Background: an optimization exercise with open tools, aiming at small area. Do not read the settings as production practice. At most, simulation tests tie the RTL to the original design; equivalence was not proved. Power is estimated from default activity; no workload was simulated. The flow treats the clock pin as an ideal source, which a real chip does not have.

// UARTinterface
module UARTinterface(
		input CLK, RST, WRITE_TO_TX_BUFFER, READ_BUFFER, SET_BR, SET_MODE,
		input [31:0] DATA_IN__CONFIG,
		output [7:0] DATA_OUT,
		output INTERRUPT, BUSY, PARITY,
		input RX,
		output TX
	);
	wire baudclk, baudclkx32;
	baudPLL pll(
		.CLK(CLK),
		.RST(RST),
		.SET(SET_BR),
		.BAUDRATE(DATA_IN__CONFIG),
		.BAUD_TICK(baudclk),
		.BAUD_TICK_X32(baudclkx32)
	);
	reg [1:0] mode;
	always@(posedge CLK or negedge RST) begin
		if (~RST)
			mode <= 2'b0;
		else if (SET_MODE)
			mode <= DATA_IN__CONFIG[1:0];
	end
	wire tx_avail, tx_busy;
	wire [7:0] tx_byte;
	wire tx_pop = tx_avail & ~tx_busy;
	tx_fifo tx_buffer(
		.CLK(CLK),
		.RST(RST),
		.RD(tx_pop),
		.WR(WRITE_TO_TX_BUFFER),
		.DIN(DATA_IN__CONFIG[7:0]),
		.RDATA(tx_byte),
		.NOT_EMPTY(tx_avail),
		.FULL(BUSY)
	);
	tx tx(
		.CLK(CLK),
		.BAUD(baudclk),
		.RST(RST),
		.POP(tx_pop),
		.DATA(tx_byte),
		.MODE(mode),
		.TX(TX),
		.BUSY(tx_busy)
	);
	wire [7:0] rx_byte;
	wire rx_done, rx_parity;
	wire [8:0] rx_word;
	reg  [8:0] current_read;
	rx rx(
		.CLK(CLK),
		.TICK(baudclkx32),
		.RST(RST),
		.RX(RX),
		.MODE(mode),
		.DATA_DONE(rx_done),
		.DATA(rx_byte),
		.PARITY(rx_parity)
	);
	rx_fifo #(.W(9)) rx_buffer(
		.CLK(CLK),
		.RST(RST),
		.RD(READ_BUFFER),
		.WR(rx_done),
		.DIN({rx_parity, rx_byte}),
		.RDATA(rx_word),
		.NOT_EMPTY(INTERRUPT)
	);
	always@(posedge CLK)
		if (READ_BUFFER) current_read <= rx_word;
	assign DATA_OUT = current_read[7:0];
	assign PARITY = current_read[8];
endmodule
For scale: about 6500 cells after synthesis, ~4600 flip-flops, ~51 I/O pins.
==> flow/config.mk <==
export PLATFORM = sky130hd
export DESIGN_NAME = UARTinterface
export DESIGN_NICKNAME = UARTinterface
export VERILOG_FILES = /design/flow/design.v
export SDC_FILE = /design/flow/constraint.sdc
export NUM_CORES = 8
export LEC_CHECK = 0
export CAP_MARGIN = 10
export CORE_MARGIN = 2
export CORE_UTILIZATION = 50
export CTS_BUF_LIST = sky130_fd_sc_hd__clkbuf_16
export CTS_CLUSTER_DIAMETER = 70
export CTS_CLUSTER_SIZE = 36
export PLACE_DENSITY = 0.65
export SLEW_MARGIN = 10
==> flow/constraint.sdc <==
create_clock -name core_clock -period 10.0 [get_ports {CLK}]
set_input_delay 2.0000 -clock core_clock [delete_from_list [all_inputs] [get_ports {CLK}]]
set_output_delay 2.0000 -clock core_clock [all_outputs]
set_load 0.01 [all_outputs]
standard.sh (not shown) runs the stock make flow with config.mk's settings and CLKGATE_MAP_FILE= SYNTH_SCRIPT=/design/flow/synth_recipe.tcl, a recipe that flattens the netlist after the stock synthesis.
==> flow/flow/run.sh <==
#!/bin/bash
# Layout flow: the standard flow (standard.sh) unchanged, with two settings
# passed through the environment to the ORFS scripts:
#  - ports are buffered with the smallest buffer, sky130_fd_sc_hd__buf_1;
#  - clock tree synthesis does not add dummy loads.
# The whole output of the flow goes to flow_run.log in this folder; each ORFS
# step also keeps its own log under orfs/logs.
set -o pipefail
export BUFFER_PORTS_ARGS="-buffer_cell sky130_fd_sc_hd__buf_1"
export CTS_ARGS="-sink_clustering_enable -repair_clock_nets -dont_use_dummy_load -buf_list sky130_fd_sc_hd__clkbuf_16 -sink_clustering_size 36 -sink_clustering_max_diameter 70"
bash standard.sh > flow_run.log 2>&1
Then changed:
==> flow/flow/run.sh (replaced) <==
#!/bin/bash
# Layout flow: the standard flow (standard.sh) unchanged, with settings
# passed through the environment to the ORFS scripts:
#  - ports are buffered with the smallest buffer, sky130_fd_sc_hd__buf_1;
#  - clock tree synthesis builds the tree from sky130_fd_sc_hd__buf_12 (as
#    strong as clkbuf_16 at the leaf loads here, with 20% less area), clusters
#    up to 30 sinks within 70 um per leaf buffer and adds no dummy loads.
# The whole output of the flow goes to flow_run.log in this folder; each ORFS
# step also keeps its own log under orfs/logs.
set -o pipefail
export BUFFER_PORTS_ARGS="-buffer_cell sky130_fd_sc_hd__buf_1"
export CTS_ARGS="-sink_clustering_enable -repair_clock_nets -dont_use_dummy_load -buf_list sky130_fd_sc_hd__buf_12 -sink_clustering_size 30 -sink_clustering_max_diameter 70"
bash standard.sh > flow_run.log 2>&1
--- a/flow/config.mk
+++ b/flow/config.mk
@@ -12,3 +12,3 @@
 export CTS_CLUSTER_DIAMETER = 70
-export CTS_CLUSTER_SIZE = 36
+export CTS_CLUSTER_SIZE = 30
 export PLACE_DENSITY = 0.65
What happened: Combinational power barely changes. Routed wire length stays flat. Global-route usage is about the same. Design area decreases by 0.39%. Worst setup slack gains 35 ps. Power is about the same.
Then changed:
==> flow/flow/run.sh (replaced) <==
#!/bin/bash
# Layout flow: the standard flow (standard.sh) unchanged, with two settings
# passed through the environment to the ORFS scripts:
#  - ports are buffered with the smallest buffer, sky130_fd_sc_hd__buf_1;
#  - clock tree synthesis does not add dummy loads.
# The whole output of the flow goes to flow_run.log in this folder; each ORFS
# step also keeps its own log under orfs/logs.
set -o pipefail
export BUFFER_PORTS_ARGS="-buffer_cell sky130_fd_sc_hd__buf_1"
export CTS_ARGS="-sink_clustering_enable -repair_clock_nets -dont_use_dummy_load -buf_list sky130_fd_sc_hd__buf_12 -sink_clustering_size 28 -sink_clustering_max_diameter 100"
bash standard.sh > flow_run.log 2>&1
--- a/flow/config.mk
+++ b/flow/config.mk
@@ -11,4 +11,4 @@
 export CTS_BUF_LIST = sky130_fd_sc_hd__clkbuf_16
-export CTS_CLUSTER_DIAMETER = 70
-export CTS_CLUSTER_SIZE = 30
+export CTS_CLUSTER_DIAMETER = 100
+export CTS_CLUSTER_SIZE = 28
 export PLACE_DENSITY = 0.65
Outcome: The new run finished clean. Total power is about the same. Cell area barely changes. Global-route usage is about the same. Clock-buffer cell count is higher by 1. Wire length stays flat. Worst setup slack gets better by 31 ps. Core utilization stays flat. Clock power rises by about 0.5%. Synthesized cell count does not change.
Then changed:
--- a/flow/flow/run.sh
+++ b/flow/flow/run.sh
@@ -9,3 +9,3 @@
 export BUFFER_PORTS_ARGS="-buffer_cell sky130_fd_sc_hd__buf_1"
-export CTS_ARGS="-sink_clustering_enable -repair_clock_nets -dont_use_dummy_load -buf_list sky130_fd_sc_hd__buf_12 -sink_clustering_size 28 -sink_clustering_max_diameter 100"
+export CTS_ARGS="-sink_clustering_enable -repair_clock_nets -dont_use_dummy_load -buf_list sky130_fd_sc_hd__buf_12 -sink_clustering_size 30 -sink_clustering_max_diameter 100"
 bash standard.sh > flow_run.log 2>&1
--- a/flow/config.mk
+++ b/flow/config.mk
@@ -12,3 +12,3 @@
 export CTS_CLUSTER_DIAMETER = 100
-export CTS_CLUSTER_SIZE = 28
+export CTS_CLUSTER_SIZE = 30
 export PLACE_DENSITY = 0.65
=> Setup slack improves by 61 ps; utilization barely changes; final area is about the same; total power came out lower by 0.64%; final cell count stays flat; sequential share of layout area is higher by 0.14 points; clock-buffer cell count shrinks by 10; worst hold slack gains 4.4 ps; clock power fell by about 2%; via count stays flat.


The RTL this note starts from:
==> flow/design.v <==
module baudPLL(
		input CLK, RST, SET,
		input [31:0] BAUDRATE,
		output reg BAUD_TICK, BAUD_TICK_X32
	);
	reg [31:0] baudrate_reg, baud_count_reg, oversample32_count_reg;
	wire [31:0] baud_next = baud_count_reg + 32'd1;
	wire [31:0] over_next = oversample32_count_reg + 32'd1;
	wire baud_hit = (baud_next == baudrate_reg);
	wire over_hit = (over_next == {5'b0, baudrate_reg[31:5]});
	always@(posedge CLK or negedge RST) begin
		if (~RST) begin
			baudrate_reg <= 32'b0;
			baud_count_reg <= ~{32'b0};
			oversample32_count_reg <= 32'b0;
			BAUD_TICK <= 1'b0;
			BAUD_TICK_X32 <= 1'b0;
		end else begin
			if (SET) baudrate_reg <= BAUDRATE;
			baud_count_reg <= (SET | baud_hit) ? 32'b0 : baud_next;
			oversample32_count_reg <= (SET | over_hit) ? 32'b0 : over_next;
			BAUD_TICK <= ~SET & baud_hit;
			BAUD_TICK_X32 <= ~SET & over_hit;
		end
	end
endmodule
module fifo_buffer #(parameter W = 9) (
		input CLK, RST, RD, WR,
		input  [W-1:0] DIN,
		output [W-1:0] RDATA,
		output NOT_EMPTY, FULL
	);
	reg [8:0] wp, rp;
	always@(posedge CLK or negedge RST) begin
		if (~RST) begin
			wp <= 9'd0;
			rp <= 9'd0;
		end else begin
			if (WR) wp <= wp + 9'd1;
			if (RD) rp <= rp + 9'd1;
		end
	end
	wire same = (wp[7:0] == rp[7:0]);
	assign NOT_EMPTY = ~(same & (wp[8] == rp[8]));
	assign FULL = same & (wp[8] != rp[8]);
	wire [W-1:0] term [0:255];
	wire clr_ok = ~FULL | WR;
	genvar i;
	generate
		for (i = 0; i < 256; i = i + 1) begin : word
			wire ws = (wp[7:0] == i);
			wire we = WR & ws;
			wire wc = clr_ok & ws;
			wire rs = (rp[7:0] == i);
			reg [W-1:0] m;
			always@(posedge CLK)
				m <= (m & {W{~wc}}) | (DIN & {W{we}});
			assign term[i] = m & {W{rs}};
		end
	endgenerate
	reg [W-1:0] rd_or;
	integer k;
	always@(*) begin
		rd_or = {W{1'b0}};
		for (k = 0; k < 256; k = k + 1)
			rd_or = rd_or | term[k];
	end
	assign RDATA = rd_or;
endmodule
module rx_fifo #(parameter W = 9) (
		input CLK, RST, RD, WR,
		input  [W-1:0] DIN,
		output [W-1:0] RDATA,
		output NOT_EMPTY
	);
	reg [W-1:0] ring [0:255];
	reg [W-1:0] pend;
	reg pending;
	reg [7:0] wpp, rpp;    
	reg [8:0] cnt;         
	wire ins = pending & (&wpp);
	always@(posedge CLK) begin
		ring[0] <= ins ? pend : ring[255];
		if (WR) pend <= DIN;
	end
	genvar i;
	generate
		for (i = 1; i < 256; i = i + 1) begin : rot
			always@(posedge CLK) ring[i] <= ring[i-1];
		end
	endgenerate
	always@(posedge CLK or negedge RST) begin
		if (~RST) begin
			pending <= 1'b0;
			wpp <= 8'd0;
			rpp <= 8'd0;
			cnt <= 9'd0;
		end else begin
			pending <= WR | (pending & ~ins);
			if (~ins) wpp <= wpp + 8'd1;
			if (~RD) rpp <= rpp + 8'd1;
			cnt <= cnt + {8'd0, WR} - {8'd0, RD};
		end
	end
	assign NOT_EMPTY = |cnt;
	wire bypass = pending & (cnt == 9'd1);
	reg [W-1:0] rd_or;
	integer k;
	always@(*) begin
		rd_or = bypass ? pend : {W{1'b0}};
		for (k = 0; k < 256; k = k + 1)
			rd_or = rd_or | (ring[k] & {W{~bypass & (rpp == k)}});
	end
	assign RDATA = rd_or;
endmodule
module tx(
		input CLK, BAUD, RST, POP,
		input [7:0] DATA,
		input [1:0] MODE,
		output reg TX,
		output BUSY
	);
	localparam [2:0] tx_idle   = 3'd0,
	                 tx_start  = 3'd1,
	                 tx_send   = 3'd2,
	                 tx_parity = 3'd3,
	                 tx_stop   = 3'd4,
	                 tx_sync   = 3'd5;
	reg [2:0] tx_state;
	reg [7:0] buffer;
	reg [2:0] count;
	assign BUSY = (tx_state != tx_idle);
	always@(posedge CLK)
		if (POP) buffer <= DATA;
	always@(posedge CLK or negedge RST) begin
		if (~RST) begin
			TX <= 1'b1;
			tx_state <= tx_idle;
			count <= 3'b0;
		end else begin
			case (tx_state)
				tx_idle:
					begin
						TX <= 1'b1;
						if (POP) tx_state <= tx_sync;
					end
				tx_sync:
					begin
						TX <= 1'b1;
						if (BAUD) tx_state <= tx_start;
					end
				tx_start:
					begin
						TX <= 1'b0;
						if (BAUD) tx_state <= tx_send;
					end
				tx_send:
					begin
						TX <= buffer[count];
						if (BAUD) begin
							count <= count + 3'd1;
							if (count == 3'd7)
								tx_state <= (MODE == 2'b00) ? tx_stop : tx_parity;
						end
					end
				tx_parity:
					begin
						TX <= (^buffer) ^ (MODE == 2'b01);
						if (BAUD) tx_state <= tx_stop;
					end
				tx_stop:
					begin
						TX <= 1'b1;
						if (BAUD) tx_state <= tx_idle;
					end
				default:
					begin
						TX <= 1'b1;
						tx_state <= tx_idle;
					end
			endcase
		end
	end
endmodule
module rx(
		input CLK, TICK, RST, RX,
		input [1:0] MODE,
		output reg DATA_DONE,
		output reg [7:0] DATA,
		output reg PARITY
	);
	localparam [2:0] rx_idle   = 3'd0,
	                 rx_data   = 3'd1,
	                 rx_parity = 3'd2,
	                 rx_start  = 3'd3,
	                 rx_stop   = 3'd4;
	reg [2:0] rx_state;
	reg [4:0] sample_count;
	reg [2:0] data_buffer_pos;
	wire mid = (sample_count == 5'd16);
	always@(posedge CLK)
		if (TICK & mid & (rx_state == rx_data))
			DATA <= {RX, DATA[7:1]};
	always@(posedge CLK or negedge RST) begin
		if (~RST) begin
			rx_state <= rx_idle;
			sample_count <= 5'b0;
			data_buffer_pos <= 3'b0;
			DATA_DONE <= 1'b0;
			PARITY <= 1'b0;
		end else begin
			DATA_DONE <= 1'b0;
			if (TICK) begin
				sample_count <= sample_count + 5'd1;
				case (rx_state)
					rx_idle:
						if (~RX) begin
							sample_count <= 5'b0;
							data_buffer_pos <= 3'b0;
							rx_state <= rx_start;
						end
					rx_start:
						if (mid) rx_state <= RX ? rx_idle : rx_data;
					rx_data:
						if (mid) begin
							data_buffer_pos <= data_buffer_pos + 3'd1;
							if (data_buffer_pos == 3'd7) begin
								if (MODE == 2'b00) begin
									PARITY <= 1'b0;
									rx_state <= rx_stop;
								end else
									rx_state <= rx_parity;
							end
						end
					rx_parity:
						if (mid) begin
							PARITY <= RX;
							rx_state <= rx_stop;
						end
					rx_stop:
						if (mid) begin
							DATA_DONE <= 1'b1;
							rx_state <= rx_idle;
						end
					default:
						rx_state <= rx_idle;
				endcase
			end
		end
	end
endmodule
module UARTinterface(
		input CLK, RST, WRITE_TO_TX_BUFFER, READ_BUFFER, SET_BR, SET_MODE,
		input [31:0] DATA_IN__CONFIG,
		output [7:0] DATA_OUT,
		output INTERRUPT, BUSY, PARITY,
		input RX,
		output TX
	);
	wire baudclk, baudclkx32;
	baudPLL pll(
		.CLK(CLK),
		.RST(RST),
		.SET(SET_BR),
		.BAUDRATE(DATA_IN__CONFIG),
		.BAUD_TICK(baudclk),
		.BAUD_TICK_X32(baudclkx32)
	);
	reg [1:0] mode;
	always@(posedge CLK or negedge RST) begin
		if (~RST)
			mode <= 2'b0;
		else if (SET_MODE)
			mode <= DATA_IN__CONFIG[1:0];
	end
	wire tx_avail, tx_busy;
	wire [7:0] tx_byte;
	wire tx_pop = tx_avail & ~tx_busy;
	fifo_buffer #(.W(8)) tx_buffer(
		.CLK(CLK),
		.RST(RST),
		.RD(tx_pop),
		.WR(WRITE_TO_TX_BUFFER),
		.DIN(DATA_IN__CONFIG[7:0]),
		.RDATA(tx_byte),
		.NOT_EMPTY(tx_avail),
		.FULL(BUSY)
	);
	tx tx(
		.CLK(CLK),
		.BAUD(baudclk),
		.RST(RST),
		.POP(tx_pop),
		.DATA(tx_byte),
		.MODE(mode),
		.TX(TX),
		.BUSY(tx_busy)
	);
	wire [7:0] rx_byte;
	wire rx_done, rx_parity;
	wire [8:0] rx_word;
	reg  [8:0] current_read;
	rx rx(
		.CLK(CLK),
		.TICK(baudclkx32),
		.RST(RST),
		.RX(RX),
		.MODE(mode),
		.DATA_DONE(rx_done),
		.DATA(rx_byte),
		.PARITY(rx_parity)
	);
	rx_fifo #(.W(9)) rx_buffer(
		.CLK(CLK),
		.RST(RST),
		.RD(READ_BUFFER),
		.WR(rx_done),
		.DIN({rx_parity, rx_byte}),
		.RDATA(rx_word),
		.NOT_EMPTY(INTERRUPT)
	);
	always@(posedge CLK)
		if (READ_BUFFER) current_read <= rx_word;
	assign DATA_OUT = current_read[7:0];
	assign PARITY = current_read[8];
endmodule
clock: 10.0 ns
lec_check: 0
cap_margin: 20
core_margin: 2
core_utilization: 40
cts_buf_list: sky130_fd_sc_hd__clkbuf_8
cts_cluster_diameter: 60
cts_cluster_size: 30
slew_margin: 20
run.sh (not shown) runs the stock make flow with config.mk's settings and CLKGATE_MAP_FILE= SYNTH_SCRIPT=/design/flow/synth_recipe.tcl, a recipe that flattens the netlist after the stock synthesis.
Stock flow here: none of the scripts above is used.
The first run never finished: it broke off in 5_1_grt.
Change:
CTS_BUF_LIST = not set   (was sky130_fd_sc_hd__clkbuf_8)
CTS_CLUSTER_DIAMETER = not set   (was 60)
CTS_CLUSTER_SIZE = not set   (was 30)
Outcome:
- The changed run died in 5_1_grt
- synthesized cell count does not change
- area after synthesis stays the same
No functional check of the RTL was part of any run of this note.

-- separate check: timing with driven ports --
The results above use ideal ports. As a check the final layouts listed here were re-extracted and re-timed, cells and wires unchanged.
Step 1: set_driving_cell puts a clkbuf_16 on CLK and a buf_2 on each other input, an assumption about the parent block.
Step 2 also shifts input and output timing later by t, the mid clock arrival at the registers, as if the neighbouring blocks saw the same clock.
Slacks: no drivers / after step 1 / after step 2; pairs: no drivers / after step 1.
| run | t (ns) | setup slack, ns | worst setup path after step 2 |
|---|---|---|---|
| the first run of note 1 | 0.881 | 5.242 / 5.302 / 4.424 | input to register |
| the second run of note 1 | 0.836 | 5.277 / 5.341 / 4.505 | input to register |
| the third run of note 1 | 0.849 | 5.308 / 5.372 / 4.523 | input to register |
| the fourth run of note 1 | 0.842 | 5.370 / 5.435 / 4.593 | input to register |
After both steps setup and hold are still met in every run listed. The setup slack of the first run of note 1, which loses most, moves by +0.060 ns with the drivers and by -0.818 ns with both steps.
